Source: an optimization exercise on an open RTL-to-GDS flow (aim: small area, a short achievable clock period and few clock cycles per item). Production flows keep margins and buffers that such runs may drop. At most, simulation tests tie the RTL to the original design; equivalence was not proved.

build 30:
// unsigned_nonrestoring
module unsigned_nonrestoring #(
    parameter int WIDTH = 32
) (
    input logic go,
    input logic[WIDTH-1:0] divisor,
    input logic[WIDTH-1:0] dividend,
    input logic clk, rst,
    output logic done,
    output logic[WIDTH-1:0] quotient,
    output logic[WIDTH-1:0] remainder,
    output logic divide_by_zero
);
Settings: LEC_CHECK=0, CAP_MARGIN=20, CORE_MARGIN=2, CORE_UTILIZATION=40, CTS_BUF_LIST=sky130_fd_sc_hd__clkbuf_8, SETUP_SLACK_MARGIN=2.75, SLEW_MARGIN=20; clock period 6.0 ns.
standard.sh (not shown) runs the stock make flow with config.mk's settings and CLKGATE_MAP_FILE= SYNTH_SCRIPT=/design/flow/synth_recipe.tcl, a recipe that flattens the netlist after the stock synthesis.
==> flow/flow/run.sh <==
#!/bin/bash
# The standard layout, with the port buffers made from the smallest plain buffer
# (buf_1) instead of the cell buffer_ports picks by itself.
set -euo pipefail
bash standard.sh 'BUFFER_PORTS_ARGS=-buffer_cell sky130_fd_sc_hd__buf_1' finish > make.log 2>&1
Testbench counts of build 30, summed over its fixed seeds: cycles 32,890, divisions 3,200.
#### Input delta (build 92 over build 30)
# build 30
export LEC_CHECK = 0
export CAP_MARGIN = 20
export CORE_MARGIN = 2
export CORE_UTILIZATION = 40
export CTS_BUF_LIST = sky130_fd_sc_hd__clkbuf_8
export SETUP_SLACK_MARGIN = 2.75
export SLEW_MARGIN = 20
create_clock -name core_clock -period 6.0 [get_ports {clk}]
# build 92
export LEC_CHECK = 0
export CAP_MARGIN = 20
export CORE_MARGIN = 2
export CORE_UTILIZATION = 40
export SETUP_SLACK_MARGIN = 3.0
export SLEW_MARGIN = 20
create_clock -name core_clock -period 6.0 [get_ports {clk}]
## What came out
- Summary — wire length after detailed routing, build 92 relative to build 30: higher, by 640 um.
- Status: post-placement cell count parity (build 30, build 92)
- Summary of build 92 over build 30: post-CTS clock slew at the launch and capture registers of the worst setup and hold paths decreased by 0.02 ns relative to the old numbers, largest net degree at the start of global routing decreased by 25 relative to the old numbers, total number of multi-input combinational cells closely matched the old numbers.
- Master of the slowest instance on the critical path: sky130_fd_sc_hd__edfxtp_1 -> build 30, sky130_fd_sc_hd__a221o_2 -> build 92
- Compared with build 30, in build 92 arrival time at the worst endpoint decreased by 0.17 ns relative to the old numbers; post-CTS setup-driven buffer insertion count decreased by 2 relative to the old numbers.
Input changes introduced in build 59 (baseline for comparison: build 92):
# build 92
export LEC_CHECK = 0
export CAP_MARGIN = 20
export CORE_MARGIN = 2
export CORE_UTILIZATION = 40
export SETUP_SLACK_MARGIN = 3.0
export SLEW_MARGIN = 20
create_clock -name core_clock -period 6.0 [get_ports {clk}]
# build 59
export LEC_CHECK = 0
export CAP_MARGIN = 20
export CORE_MARGIN = 2
export CORE_UTILIZATION = 40
export SETUP_SLACK_MARGIN = 3.5
export SLEW_MARGIN = 20
create_clock -name core_clock -period 6.0 [get_ports {clk}]
Results
Summary of build 59 over build 92: top achievable clock speed fell 1.5%; clock buffer count in the final layout up 3; total area of sequential cells about even; xor/xnor cell area share of the yosys netlist has remained practically unchanged.
Compared with build 92, in build 59 period utilization picked up an extra 0.76 points, layout overhead on the synthesized area shows an increase of 22 points, slack of the critical path has decreased, clock period minus final worst setup slack rose by 0.046 ns.

* * *

unsigned_nonrestoring, a different RTL version from the one above (not shown whole).
For scale: ~120 flip-flops, ~130 I/O pins, about 8600 µm² of cells after synthesis.
clock: 6.0 ns
lec_check: 0
cap_margin: 20
core_margin: 2
core_utilization: 60
setup_slack_margin: 3.0
slew_margin: 20
run.sh (not shown) runs the stock make flow with config.mk's settings and CLKGATE_MAP_FILE= SYNTH_SCRIPT=/design/flow/synth_recipe.tcl, a recipe that flattens the netlist after the stock synthesis.
Stock flow here: none of the scripts above is used.
Change:
CORE_UTILIZATION = 40   (was 60)
SETUP_SLACK_MARGIN = default   (was 3.0)
The new run ran to the end with no violations.
Global-route usage decreases by 13 points.
Hold slack got worse by 0.027 ns.
Wire length came out lower by 8.3%.
Change:
SETUP_SLACK_MARGIN = 2.5   (was default)
After rerunning: Clock skew stays flat. Utilization stays flat. Synthesized area stays the same. Via count falls by about 0.6%.
Function was not checked in any run of this note: the RTL went through the layout flow alone.

* * *

job 101:
Another version of the RTL of unsigned_nonrestoring (not shown whole).
For scale: roughly 120 flip-flops, roughly 130 I/O pins, about 0.0076 mm² of cells after synthesis.
==> flow/config.mk <==
export PLATFORM = sky130hd
export DESIGN_NAME = unsigned_nonrestoring
export DESIGN_NICKNAME = unsigned_nonrestoring
export VERILOG_FILES = /design/flow/design.v
export SDC_FILE = /design/flow/constraint.sdc
export NUM_CORES = 4
export LEC_CHECK = 0
export ABC_AREA = 1
export CAP_MARGIN = 20
export CORE_MARGIN = 2
export CORE_UTILIZATION = 40
export CTS_BUF_LIST = sky130_fd_sc_hd__clkbuf_8
export SETUP_SLACK_MARGIN = 3.75
export SLEW_MARGIN = 20
==> flow/constraint.sdc <==
create_clock -name core_clock -period 6.0 [get_ports {clk}]
set_input_delay 1.2000 -clock core_clock [delete_from_list [all_inputs] [get_ports {clk}]]
set_output_delay 1.2000 -clock core_clock [all_outputs]
set_load 0.01 [all_outputs]
standard.sh (not shown) runs the stock make flow with config.mk's settings and CLKGATE_MAP_FILE= SYNTH_SCRIPT=/design/flow/synth_recipe.tcl, a recipe that flattens the netlist after the stock synthesis.
Scripts as last shown in full above: flow/flow/run.sh
Job 101 finished all stages; the layout is clean.
The following lists how job 105 was set up differently from job 101:
- changing SETUP_SLACK_MARGIN from 3.75 to 3.5
Findings:
Job 105 vs. job 101: peak clock frequency supported by timing dropped about 0.8%, core utilization dropped 2.7 points, design area dropped about 5%.
Function was not checked in any run of this note: the RTL went through the layout flow alone.

* * *

Setup of run A:
Another version of the RTL of unsigned_nonrestoring (not shown whole).
Size: ~1200 cells after synthesis, ~120 flip-flops, about 130 I/O pins, about 7900 um2 of cells after synthesis.
Settings: LEC_CHECK=0, ABC_AREA=1, CAP_MARGIN=20, CORE_MARGIN=2, CORE_UTILIZATION=40, CTS_BUF_LIST=sky130_fd_sc_hd__clkbuf_8, SETUP_SLACK_MARGIN=3.75, SLEW_MARGIN=20; clock period 6.0 ns.
Scripts as last shown in full above: flow/flow/run.sh
Run A has completed all stages; timing, DRC and antenna checks passed.
Testbench counts of run A, summed over its fixed seeds: cycles 32,890, divisions 3,200.
#### Input delta (run B over run A)
- SETUP_SLACK_MARGIN: 3.75 -> 3.5
Findings:
R_R[16]$_DFFE_PP_ as the capturing element of the worst setup path was reported by run B, and B_R[24]$_DFF_P_ by run A.
Of the two values seen for timing startpoint of the critical path, lzb_R[0]$_DFF_P_ was produced by run A and R_R[0]$_DFFE_PP_ by run B.
[run B vs run A] sequential share of layout area: higher in run B
Number of port buffers: run B vs run A identical
Compared with run A, in run B placer congestion estimate now larger, wire length saw a decrease, area after synthesis closely matched the old numbers, count of plain and timing-repair buffers dropped about 15%, cell count down 1.8%.
The final period utilization of run B and that of run A are within noise of each other.
| standard cell area after detailed placement | run B vs run A | about 0.45% lower |
Input changes introduced in run C (baseline for comparison: run B):
- changing CTS_BUF_LIST from sky130_fd_sc_hd__clkbuf_8 to sky130_fd_sc_hd__clkbuf_4 sky130_fd_sc_hd__clkbuf_8
Findings:
Between run B and run C, the difference in post-CTS clock slew at the launch and capture registers of the worst setup and hold paths is negligible. Any difference in design area between run B and run C is small enough to ignore. From run C to run B, total number of tap cells did not move at all. Re setup TNS after final layout: no difference whatsoever between run C and run B. Sort run B and run C by number of buffers and inverters on the critical path, descending, and run C comes first. Looking at relative slew slack, run C sits above run B. Compared with run B, in run C share of cells above drive strength 1 rose 0.30 points; critical path depth fell 4; share of the cycle needed by the critical path after routing about even.

* * *

Another version of the RTL of unsigned_nonrestoring (not shown whole).
Size in the first run: roughly 970 cells after synthesis, roughly 120 flip-flops, ~7800 um2 of cells after synthesis.
export LEC_CHECK = 0
export CAP_MARGIN = 20
export CORE_MARGIN = 2
export CORE_UTILIZATION = 40
export SETUP_SLACK_MARGIN = 3.0
export SLEW_MARGIN = 20
create_clock -name core_clock -period 6.0 [get_ports {clk}]
run.sh (not shown) runs the stock make flow with config.mk's settings and CLKGATE_MAP_FILE= SYNTH_SCRIPT=/design/flow/synth_recipe.tcl, a recipe that flattens the netlist after the stock synthesis.
Stock flow here: none of the scripts above is used.
The first run ran to the end with no violations.
Testbench counts at the start, summed over its fixed seeds: cycles 32,890, divisions 3,200.
==> next run, changes <==
==> flow/flow/run.sh (new file) <==
#!/bin/bash
# The standard layout, with the port buffers made from the smallest plain buffer
# (buf_1) instead of the cell buffer_ports picks by itself.
set -euo pipefail
bash standard.sh 'BUFFER_PORTS_ARGS=-buffer_cell sky130_fd_sc_hd__buf_1' finish > make.log 2>&1
==> flow/standard.sh (new file) <==
#!/bin/bash
# synth_recipe.tcl (not shown) runs the flow's synth.tcl, then flattens the netlist and writes it again
# the make line also repeats each setting of config.mk as NAME=value (left out here)
make -C /OpenROAD-flow-scripts/flow DESIGN_CONFIG=/design/flow/config.mk WORK_HOME=/design/flow/orfs CLKGATE_MAP_FILE= SYNTH_SCRIPT=/design/flow/synth_recipe.tcl "${@:-finish}"
- ABC_AREA: unset -> 1
- CTS_BUF_LIST: unset -> sky130_fd_sc_hd__clkbuf_8
- SETUP_SLACK_MARGIN: 3.0 -> 3.5
removed: flow/run.sh
Via count grows by 29%.
Synthesized area increases by 12%.
Final cell count rises by 35%.
Routed wire length climbs by 27%.
Design area climbs by 0.37%.
First-iteration DRC count rose by 38%.
Flip-flop and latch count does not change.
Utilization came out lower by 4.7 points.
==> next run, changes <==
==> flow/run.sh (new file) <==
#!/bin/bash
# synth_recipe.tcl (not shown) runs the flow's synth.tcl, then flattens the netlist and writes it again
# the make line also repeats each setting of config.mk as NAME=value (left out here)
make -C /OpenROAD-flow-scripts/flow DESIGN_CONFIG=/design/flow/config.mk WORK_HOME=/design/flow/orfs CLKGATE_MAP_FILE= SYNTH_SCRIPT=/design/flow/synth_recipe.tcl finish
- ABC_AREA: 1 -> unset
- CTS_BUF_LIST: sky130_fd_sc_hd__clkbuf_8 -> unset
- SETUP_SLACK_MARGIN: 3.5 -> 2.5
removed: flow/flow/run.sh
removed: flow/standard.sh
Clock skew barely changes.
First-iteration DRC count falls by a quarter to a third.
Core utilization rises by 3.4 points.
Global-route usage falls by 3.2 points.
Final area falls by a few percent.
Critical path depth falls by 2.
Routed wire length falls by about a fifth.
==> next run, changes <==
==> flow/flow/run.sh (new file) <==
#!/bin/bash
# The standard layout, with the port buffers made from the smallest plain buffer
# (buf_1) instead of the cell buffer_ports picks by itself.
set -euo pipefail
bash standard.sh 'BUFFER_PORTS_ARGS=-buffer_cell sky130_fd_sc_hd__buf_1' finish > make.log 2>&1
==> flow/standard.sh (new file) <==
#!/bin/bash
# synth_recipe.tcl (not shown) runs the flow's synth.tcl, then flattens the netlist and writes it again
# the make line also repeats each setting of config.mk as NAME=value (left out here)
make -C /OpenROAD-flow-scripts/flow DESIGN_CONFIG=/design/flow/config.mk WORK_HOME=/design/flow/orfs CLKGATE_MAP_FILE= SYNTH_SCRIPT=/design/flow/synth_recipe.tcl "${@:-finish}"
- SETUP_SLACK_MARGIN: 2.5 -> 3.0
removed: flow/run.sh
=> Cell count increases by 0.96%. Die area stays the same. Cell area decreases by 5.8%. Routed wire length increases by 0.82%.
==> next run, changes <==
==> flow/run.sh (new file) <==
#!/bin/bash
# synth_recipe.tcl (not shown) runs the flow's synth.tcl, then flattens the netlist and writes it again
# the make line also repeats each setting of config.mk as NAME=value (left out here)
make -C /OpenROAD-flow-scripts/flow DESIGN_CONFIG=/design/flow/config.mk WORK_HOME=/design/flow/orfs CLKGATE_MAP_FILE= SYNTH_SCRIPT=/design/flow/synth_recipe.tcl finish
- SETUP_SLACK_MARGIN: 3.0 -> 3.5
removed: flow/flow/run.sh
removed: flow/standard.sh
Effect:
- routed wire length climbs by 10%
- worst hold slack loses 0.0067 ns

static timing again, ports no longer ideal:
In the flow no input, the clock included, has a driving cell. The finished layouts below were timed again as built, in two steps.
Step 1: set_driving_cell puts a clkbuf_16 on clk and a buf_2 on each other input, an assumption about the parent block.
Step 2 times the ports against the registers' clock, not the clock port: input delays grow and output delays shrink by t, the midpoint of the rising clock arrivals with the driver on.
Three values: no drivers, after step 1, after step 2; two values: the first two.
run	shift t [ns]	slack for setup (ns)	worst setup path at the end	slew at the worst register clock pin (ns)
build 30	0.471	2.878 / 2.878 / 2.738	input to register	0.08 / 0.08
build 92	0.456	3.060 / 3.060 / 2.669	input to register	0.07 / 0.07
build 59	0.464	3.015 / 3.015 / 3.015	register to register	0.06 / 0.06
the first run of note 2	0.471	2.781 / 2.781 / 2.472	input to register	0.07 / 0.07
the second run of note 2	0.473	2.456 / 2.456 / 2.373	input to register	0.07 / 0.07
the third run of note 2	0.465	2.665 / 2.665 / 2.400	input to register	0.06 / 0.06
job 101	0.493	3.399 / 3.399 / 3.397	input to register	0.09 / 0.09
job 105	0.488	3.378 / 3.378 / 3.183	input to register	0.09 / 0.09
run A	0.477	3.620 / 3.620 / 3.359	input to register	0.08 / 0.08
run B	0.471	3.613 / 3.613 / 3.196	input to register	0.08 / 0.08
run C	0.469	3.607 / 3.607 / 3.197	input to register	0.08 / 0.08
the first run of note 5	0.463	2.869 / 2.869 / 2.664	input to register	0.06 / 0.06
the second run of note 5	0.494	3.584 / 3.584 / 3.125	input to register	0.08 / 0.08
the third run of note 5	0.465	2.722 / 2.722 / 2.443	input to register	0.06 / 0.06
the fourth run of note 5	0.466	2.809 / 2.809 / 2.809	register to register	0.06 / 0.06
the fifth run of note 5	0.468	2.958 / 2.958 / 2.958	register to register	0.06 / 0.06
After both steps every run listed still meets setup and hold. For the second run of note 5, which loses most, drivers alone change the setup slack by 0.000 ns; drivers and shift together by -0.459 ns.
